This is an optimization exercise on Yosys and OpenROAD, whose aim is small area, not a production implementation. Function was checked by simulation only, so behaviour that the tests miss may differ from the original. Power is estimated from default activity; no workload was simulated.

Setup of wip/garnet:
// cmd_server
module cmd_server(
    input               SYS_CLK,
    input               SYS_RST,
    input               PULSE_2KHZ,
    input       [31:0]  OPB_DI,
    output      [31:0]  OPB_DO,
    output      [31:0]  OPB_ADDR,
    output              OPB_RE,
    output              OPB_WE,
    output              UART_TXD,
    input               UART_RXD
);
For scale: about 460 cells after synthesis, about 120 flip-flops, ~100 I/O pins.
clock: 10.0 ns
lec_check: 0
cap_margin: 20
core_margin: 2
core_utilization: 60
slew_margin: 20
standard.sh (not shown) runs the stock make flow with config.mk's settings and CLKGATE_MAP_FILE= SYNTH_SCRIPT=/design/flow/synth_recipe.tcl, a recipe that flattens the netlist after the stock synthesis.
==> flow/flow/run.sh <==
#!/bin/bash
# Own layout flow: the standard flow (standard.sh, unchanged synthesis), with
# - port buffers of the smallest buffer cell (buf_1) instead of the default pick;
# - a clock tree of clkbuf_4 buffers without dummy loads.
# Each tool's full output is in the ORFS logs under orfs/logs; make's own output in flow_make.log.
set -euo pipefail
bash standard.sh \
  "BUFFER_PORTS_ARGS=-buffer_cell sky130_fd_sc_hd__buf_1" \
  "CTS_ARGS=-sink_clustering_enable -repair_clock_nets -buf_list sky130_fd_sc_hd__clkbuf_4 -dont_use_dummy_load" \
  finish > flow_make.log 2>&1
diff inputs: wip/garnet => wip/nickel
# wip/garnet
export LEC_CHECK = 0
export CAP_MARGIN = 20
export CORE_MARGIN = 2
export CORE_UTILIZATION = 60
export SLEW_MARGIN = 20
create_clock -name core_clock -period 10.0 [get_ports {SYS_CLK}]
# wip/nickel
export LEC_CHECK = 0
export CAP_MARGIN = 20
export CORE_MARGIN = 2
export CORE_UTILIZATION = 75
export SLEW_MARGIN = 20
create_clock -name core_clock -period 10.0 [get_ports {SYS_CLK}]
--- a/flow/flow/run.sh
+++ b/flow/flow/run.sh
@@ -7,4 +7,4 @@
 bash standard.sh \
   "BUFFER_PORTS_ARGS=-buffer_cell sky130_fd_sc_hd__buf_1" \
-  "CTS_ARGS=-sink_clustering_enable -repair_clock_nets -buf_list sky130_fd_sc_hd__clkbuf_4 -dont_use_dummy_load" \
+  "CTS_ARGS=-sink_clustering_enable -repair_clock_nets -buf_list sky130_fd_sc_hd__clkbuf_4 -sink_clustering_size 25 -sink_clustering_max_diameter 100 -dont_use_dummy_load" \
   finish > flow_make.log 2>&1
Findings:
From wip/garnet to wip/nickel the numbers moved as follows: clock group share of total power shows an increase of 0.2 points; final hold slack shrank by 0.0068 ns; initial standard-cell utilization of the core now sits higher. Setup WNS wip/garnet -> wip/nickel: better.
What wip/quartz does differently from wip/nickel at the input level:
# wip/nickel
export LEC_CHECK = 0
export CAP_MARGIN = 20
export CORE_MARGIN = 2
export CORE_UTILIZATION = 75
export SLEW_MARGIN = 20
create_clock -name core_clock -period 10.0 [get_ports {SYS_CLK}]
# wip/quartz
export LEC_CHECK = 0
export CAP_MARGIN = 20
export CORE_MARGIN = 2
export CORE_UTILIZATION = 40
export SLEW_MARGIN = 20
create_clock -name core_clock -period 10.0 [get_ports {SYS_CLK}]
==> flow/run.sh (new file) <==
#!/bin/bash
# synth_recipe.tcl (not shown) runs the flow's synth.tcl, then flattens the netlist and writes it again
# the make line also repeats each setting of config.mk as NAME=value (left out here)
make -C /OpenROAD-flow-scripts/flow DESIGN_CONFIG=/design/flow/config.mk WORK_HOME=/design/flow/orfs CLKGATE_MAP_FILE= SYNTH_SCRIPT=/design/flow/synth_recipe.tcl finish
removed: flow/flow/run.sh
removed: flow/standard.sh
Results
- Of the two candidates, wip/nickel has the better clock network power and wip/quartz the worse one.
- Compared with wip/nickel, wip/quartz shows clock skew lower by 0.046 ns.
- Between wip/quartz and wip/nickel, it is wip/quartz whose worst hold slack is higher, by 0.024 ns.
- Row count: wip/quartz > wip/nickel
Changes in wip/amber relative to wip/quartz:
# wip/quartz
export LEC_CHECK = 0
export CAP_MARGIN = 20
export CORE_MARGIN = 2
export CORE_UTILIZATION = 40
export SLEW_MARGIN = 20
create_clock -name core_clock -period 10.0 [get_ports {SYS_CLK}]
# wip/amber
export LEC_CHECK = 0
export CAP_MARGIN = 20
export CORE_MARGIN = 2
export CORE_UTILIZATION = 60
export SLEW_MARGIN = 20
create_clock -name core_clock -period 10.0 [get_ports {SYS_CLK}]
==> flow/flow/run.sh (new file) <==
#!/bin/bash
# Own layout flow: the standard flow (standard.sh, unchanged synthesis), with
# - port buffers of the smallest buffer cell (buf_1) instead of the default pick;
# - a clock tree of clkbuf_4 buffers without dummy loads.
# Each tool's full output is in the ORFS logs under orfs/logs; make's own output in flow_make.log.
set -euo pipefail
bash standard.sh \
  "BUFFER_PORTS_ARGS=-buffer_cell sky130_fd_sc_hd__buf_1" \
  "CTS_ARGS=-repair_clock_nets -buf_list sky130_fd_sc_hd__clkbuf_8 -dont_use_dummy_load" \
  finish > flow_make.log 2>&1
==> flow/standard.sh (new file) <==
#!/bin/bash
# synth_recipe.tcl (not shown) runs the flow's synth.tcl, then flattens the netlist and writes it again
# the make line also repeats each setting of config.mk as NAME=value (left out here)
make -C /OpenROAD-flow-scripts/flow DESIGN_CONFIG=/design/flow/config.mk WORK_HOME=/design/flow/orfs CLKGATE_MAP_FILE= SYNTH_SCRIPT=/design/flow/synth_recipe.tcl "${@:-finish}"
removed: flow/run.sh
Notes after the runs:
Power: wip/amber draws less than wip/quartz. wip/amber vs wip/quartz — final non-filler cell total dropped about 8%. Re longest individual stage delay on the worst path: wip/amber and wip/quartz aren't equal, and the lower value belongs to wip/amber. Taking wip/quartz over wip/amber, the sum of met2 wire segment lengths after detailed routing ratio works out to 1.19.


== build 7 ==
The RTL this note starts from:
==> flow/design.v <==
`timescale 1ns/100ps
module cmd_server(
    input               SYS_CLK,
    input               SYS_RST,
    input               PULSE_2KHZ,
    input       [31:0]  OPB_DI,
    output      [31:0]  OPB_DO,
    output      [31:0]  OPB_ADDR,
    output              OPB_RE,
    output              OPB_WE,
    output              UART_TXD,
    input               UART_RXD
);
    reg  [4:0]  c_lo;
    reg  [4:0]  c_hi;
    wire        lo_end  = &c_lo;
    wire        hi_last = c_hi[4] & c_hi[3] & c_hi[1];      
    wire        bit_end = lo_end & hi_last;
    always @(posedge SYS_CLK or posedge SYS_RST) begin
        if (SYS_RST) begin
            c_lo <= 5'd0;
            c_hi <= 5'd0;
        end else begin
            c_lo <= c_lo + 5'd1;
            if (lo_end)
                c_hi <= hi_last ? 5'd0 : c_hi + 5'd1;
        end
    end
    reg         pulse_q;
    always @(posedge SYS_CLK)
        pulse_q <= PULSE_2KHZ;
    wire        tick = PULSE_2KHZ & ~pulse_q;
    reg  [3:0]  rx_ph;
    reg  [3:0]  rx_byte;
    reg         rx_sel;
    reg         typ;             
    reg         bad;
    reg  [7:0]  tcnt;            
    wire        rx_idle  = rx_ph[3] & rx_ph[2] & ~rx_ph[0];     
    wire        rx_data  = ~rx_ph[3];
    wire        win      = (c_hi[3:0] == 4'd5) & (c_hi[4] ^ rx_sel);    
    wire        win_end  = win & lo_end;
    wire        in_hdr   = rx_byte[3] & rx_byte[0];        
    wire        in_tail  = rx_byte[3] & ~rx_byte[1];       
    wire [7:0]  HDR      = 8'h5A;
    wire        mism     = (rx_ph[2:0] == 3'd0) ? (in_tail & (UART_RXD == typ))
                                                : (UART_RXD ^ HDR[rx_ph[2:0]] ^ in_tail);
    wire        bad_now  = bad | ((in_hdr | in_tail) & mism);
    wire        byte_end = win_end & (rx_ph == 4'd7);
    wire        tmo      = (tcnt == 8'd11);     
    wire        fire     = byte_end & in_tail & ~bad_now;
    always @(posedge SYS_CLK or posedge SYS_RST) begin
        if (SYS_RST) begin
            rx_ph   <= 4'd14;
            rx_byte <= 4'd15;
        end else begin
            if (rx_idle) begin
                if (!UART_RXD)
                    rx_ph <= 4'd15;
            end else if (win_end) begin
                rx_ph <= (rx_ph[3] & ~rx_ph[2]) ? 4'd14 : rx_ph + 4'd1;    
            end
            if (tmo)
                rx_byte <= 4'd15;
            else if (byte_end) begin
                if (in_hdr)
                    rx_byte <= bad_now ? 4'd14 : 4'd0;
                else if (in_tail)
                    rx_byte <= 4'd15;
                else if (!rx_byte[3])
                    rx_byte <= rx_byte + 4'd1;
            end
        end
    end
    always @(posedge SYS_CLK) begin
        if (rx_idle && !UART_RXD)
            rx_sel <= c_hi[4];
        if (win_end) begin
            if (rx_ph[3] & rx_ph[0])         
                bad <= 1'b0;
            else if (rx_data)
                bad <= bad_now;
            if (in_hdr && rx_ph == 4'd0)
                typ <= UART_RXD;
        end
        if (in_hdr)
            tcnt <= 8'd0;
        else if (tick)
            tcnt <= {tcnt[6:0], ~(tcnt[7] ^ tcnt[5] ^ tcnt[4] ^ tcnt[3])};
    end
    assign OPB_WE = fire & ~typ;
    assign OPB_RE = fire & typ;
    reg         re_d;
    always @(posedge SYS_CLK)
        re_d <= OPB_RE;
    reg  [3:0]  tx_byte;
    reg  [3:0]  tx_ph;
    reg  [31:0] ra;
    reg  [31:0] rd;
    wire [4:0]  j   = in_hdr ? {tx_byte[1:0], tx_ph[2:0]} : {rx_byte[1:0], rx_ph[2:0]};
    wire        jm  = (c_lo == j);
    wire        wr  = win & jm & rx_data & ~rx_byte[3];
    wire [31:0] a_out;
    wire [31:0] d_out;
    wire [31:0] di_ring;
    genvar g;
    generate
        for (g = 0; g < 32; g = g + 1) begin : map
            localparam integer JO = (62 - g) % 32;
            localparam integer JL = (32 - g) % 32;
            assign a_out[8 * (3 - JO / 8) + JO % 8]   = ra[g];
            assign d_out[8 * (3 - JO / 8) + JO % 8]   = rd[g];
            assign di_ring[g] = OPB_DI[8 * (3 - JL / 8) + JL % 8];
        end
    endgenerate
    assign OPB_ADDR = a_out;
    assign OPB_DO   = d_out;
    always @(posedge SYS_CLK) begin
        ra <= {ra[30:0], (wr & ~rx_byte[2]) ? UART_RXD : ra[31]};
        rd <= {rd[30:0], (wr & rx_byte[2]) ? (UART_RXD & ~typ) : rd[31]} | (di_ring & {32{re_d}});
    end
    reg  [8:0]  pcnt;
    reg         ping_mode;
    reg         ping_pend;
    reg         ans_pend;
    wire        ptrig    = (pcnt == 9'd33);
    wire        ping_due = tick & ping_mode & ptrig;
    always @(posedge SYS_CLK or posedge SYS_RST) begin
        if (SYS_RST) begin
            pcnt      <= 9'd358;
            ping_mode <= 1'b1;
        end else begin
            if (tick)
                pcnt <= ptrig ? 9'd0 : {pcnt[7:0], ~(pcnt[8] ^ pcnt[4])};
            if (fire)
                ping_mode <= 1'b0;
        end
    end
    reg         txd;
    reg         pf;
    wire        tx_idle = tx_byte[3] & ~tx_byte[2] & tx_byte[0];    
    wire [2:0]  k       = tx_ph[2:0];
    wire        eff_typ = typ & ~ping_pend;
    wire [7:0]  TAIL    = 8'hA5;
    reg  [7:0]  ping_b;
    always @(*) begin
        case (tx_byte[2:0])
            3'd0:    ping_b = 8'hAA;
            3'd1:    ping_b = 8'hBB;
            3'd2:    ping_b = 8'hCC;
            3'd3:    ping_b = 8'hDD;
            3'd4:    ping_b = 8'h11;
            3'd5:    ping_b = 8'h22;
            3'd6:    ping_b = 8'h33;
            default: ping_b = 8'h44;
        endcase
    end
    wire        hbit = (k == 3'd0) ? eff_typ : (k[0] ^ k[2]);
    wire        dbit = tx_byte[3] ? (hbit ^ ~tx_byte[0]) : ping_pend ? ping_b[k] : pf;
    wire        nbit = tx_ph[3] ? ~tx_ph[0] : dbit;      
    always @(posedge SYS_CLK)
        if (jm)
            pf <= tx_byte[2] ? rd[31] : ra[31];
    always @(posedge SYS_CLK or posedge SYS_RST) begin
        if (SYS_RST) begin
            tx_byte   <= 4'd9;
            tx_ph     <= 4'd15;
            txd       <= 1'b1;
            ping_pend <= 1'b0;
            ans_pend  <= 1'b0;
        end else begin
            if (ping_due)
                ping_pend <= 1'b1;
            if (fire)
                ans_pend <= 1'b1;
            if (bit_end) begin
                if (tx_idle) begin
                    if (ping_pend || ans_pend) begin
                        tx_byte <= 4'd15;
                        if (!ping_pend)
                            ans_pend <= 1'b0;
                    end
                end else begin
                    txd <= nbit;
                    if (tx_ph[3] & ~tx_ph[0]) begin
                        tx_ph   <= 4'd15;
                        tx_byte <= tx_byte + 4'd1;      
                        if (tx_byte[3] & ~tx_byte[0])
                            ping_pend <= 1'b0;
                    end else begin
                        tx_ph <= tx_ph + 4'd1;
                    end
                end
            end
        end
    end
    assign UART_TXD = txd;
endmodule
export LEC_CHECK = 0
export CAP_MARGIN = 20
export CORE_MARGIN = 2
export CORE_UTILIZATION = 70
export SLEW_MARGIN = 20
create_clock -name core_clock -period 10.0 [get_ports {SYS_CLK}]
==> flow/flow/run.sh <==
#!/bin/bash
# Own layout flow: the standard flow (standard.sh) with
# - synthesis: synth_recipe.tcl unchanged, but its abc technology mapping runs the area-oriented
#   script flow/area.abc (abc_wrap.tcl); registers are mapped before abc, so they are the same;
# - port buffers of the smallest buffer cell (buf_1) instead of the default pick;
# - a clock tree of clkbuf_4 buffers without dummy loads.
# Each tool's full output is in the ORFS logs under orfs/logs; make's own output in flow_make.log.
set -euo pipefail
cat flow/abc_wrap.tcl synth_recipe.tcl > area_synth.tcl
export AREA_ABC_SCRIPT="$PWD/flow/area.abc"
bash standard.sh \
  "SYNTH_SCRIPT=$PWD/area_synth.tcl" \
  "BUFFER_PORTS_ARGS=-buffer_cell sky130_fd_sc_hd__buf_1" \
  "CTS_ARGS=-sink_clustering_enable -repair_clock_nets -buf_list sky130_fd_sc_hd__clkbuf_4 -dont_use_dummy_load" \
  finish > flow_make.log 2>&1
==> flow/flow/abc_wrap.tcl <==
# Put before synth_recipe.tcl: the synthesis's technology mapping (abc) uses the area-oriented
# script flow/area.abc instead of ORFS's delay-oriented one. Everything else is the standard
# synthesis: the registers are mapped (dfflibmap) before abc, so they are the same.
proc abc {args} {
  set i [lsearch -exact $args -script]
  if { $i >= 0 } { lset args [expr { $i + 1 }] $::env(AREA_ABC_SCRIPT) }
  yosys abc {*}$args
}
==> flow/flow/area.abc <==
strash
dc2
dch -f
amap
topo
Build 7 completed; timing, DRC and antenna clean
> inputs changed (build 7 -> build 89)
==> flow/flow/run.sh <==
#!/bin/bash
# Own layout flow: the standard flow (standard.sh, unchanged synthesis), with
# - port buffers of the smallest buffer cell (buf_1) instead of the default pick;
# - a clock tree of clkbuf_4 buffers without dummy loads.
# Each tool's full output is in the ORFS logs under orfs/logs; make's own output in flow_make.log.
set -euo pipefail
bash standard.sh \
  "BUFFER_PORTS_ARGS=-buffer_cell sky130_fd_sc_hd__buf_1" \
  "CTS_ARGS=-sink_clustering_enable -repair_clock_nets -buf_list sky130_fd_sc_hd__clkbuf_4 -dont_use_dummy_load" \
  finish > flow_make.log 2>&1
removed: flow/flow/abc_wrap.tcl
removed: flow/flow/area.abc
### Flow results
Of the two values seen for cell with the largest stage delay on the worst path, a311oi_1 was produced by build 7 and or4_4 by build 89.
Floorplan die area, build 7 and build 89: higher on build 89
Est. power | build 89 vs build 7 | build 89 lower
As far as average cell area after synthesis is concerned, build 89 and build 7 perform about the same.
Relative to build 89, the following input files were edited for build 62:
==> flow/flow/run.sh <==
#!/bin/bash
# Own layout flow: the standard flow (standard.sh) with
# - synthesis: synth_recipe.tcl unchanged, but its abc technology mapping runs the area-oriented
#   script flow/area.abc (abc_wrap.tcl), and adders are left to abc instead of being mapped to
#   half/full adder cells first (ADDER_MAP_FILE empty); registers are mapped before abc and
#   are the same as the standard synthesis's;
# - port buffers of the smallest buffer cell (buf_1) instead of the default pick;
# - a clock tree of clkbuf_4 buffers without dummy loads.
# Each tool's full output is in the ORFS logs under orfs/logs; make's own output in flow_make.log.
set -euo pipefail
cat flow/abc_wrap.tcl synth_recipe.tcl > area_synth.tcl
export AREA_ABC_SCRIPT="$PWD/flow/area.abc"
bash standard.sh \
  "SYNTH_SCRIPT=$PWD/area_synth.tcl" \
  "ADDER_MAP_FILE=" \
  "BUFFER_PORTS_ARGS=-buffer_cell sky130_fd_sc_hd__buf_1" \
  "CTS_ARGS=-sink_clustering_enable -repair_clock_nets -buf_list sky130_fd_sc_hd__clkbuf_4 -dont_use_dummy_load" \
  finish > flow_make.log 2>&1
==> flow/flow/abc_wrap.tcl (new file) <==
# Put before synth_recipe.tcl: the synthesis's technology mapping (abc) uses the area-oriented
# script flow/area.abc instead of ORFS's delay-oriented one. Everything else is the standard
# synthesis: the registers are mapped (dfflibmap) before abc, so they are the same.
proc abc {args} {
  set i [lsearch -exact $args -script]
  if { $i >= 0 } { lset args [expr { $i + 1 }] $::env(AREA_ABC_SCRIPT) }
  yosys abc {*}$args
}
==> flow/flow/area.abc (new file) <==
&get -n
&st
&deepsyn -T 30
&put
dch -f
amap
topo
Notes after the runs:
Initial detailed-routing violation count is lower on build 89
[build 62] global-route usage rose 3.0 points relative to build 89
The total clock network power was comparable across build 89 and build 62.
Final area (build 89 / build 62): 1.09
Summary — power, build 62 relative to build 89: lower, by about 1.5%.

==> port drivers added, routing unchanged <==
Ports are ideal in the flow. The routed layouts listed here were re-timed in OpenROAD. Step 1: set_driving_cell puts a clkbuf_16 on SYS_CLK and a buf_2 on each other input, an assumption about the parent block. Step 2 times the ports against the registers' clock, not the clock port: input delays grow and output delays shrink by t, the midpoint of the rising clock arrivals with the driver on. Three values: ideal, step 1, step 2; two values: the first two.
run	t (ns)	setup slack, ns	worst hold slack (ns)
wip/garnet	0.508	4.415 / 4.378 / 4.378	0.328 / 0.328 / 0.328
wip/nickel	0.524	4.475 / 4.451 / 4.451	0.321 / 0.321 / 0.321
wip/quartz	0.446	3.631 / 3.609 / 3.609	0.346 / 0.346 / 0.346
wip/amber	0.432	4.400 / 4.364 / 4.364	0.336 / 0.336 / 0.336
build 7	0.507	4.218 / 4.193 / 4.193	0.317 / 0.317 / 0.317
build 89	0.493	4.129 / 4.091 / 4.091	0.312 / 0.312 / 0.312
build 62	0.516	4.147 / 4.117 / 4.388	0.323 / 0.323 / 0.323
After both steps every run listed still meets setup and hold. The setup slack of build 89, which loses most, moves by -0.038 ns with the drivers and by -0.038 ns with both steps.
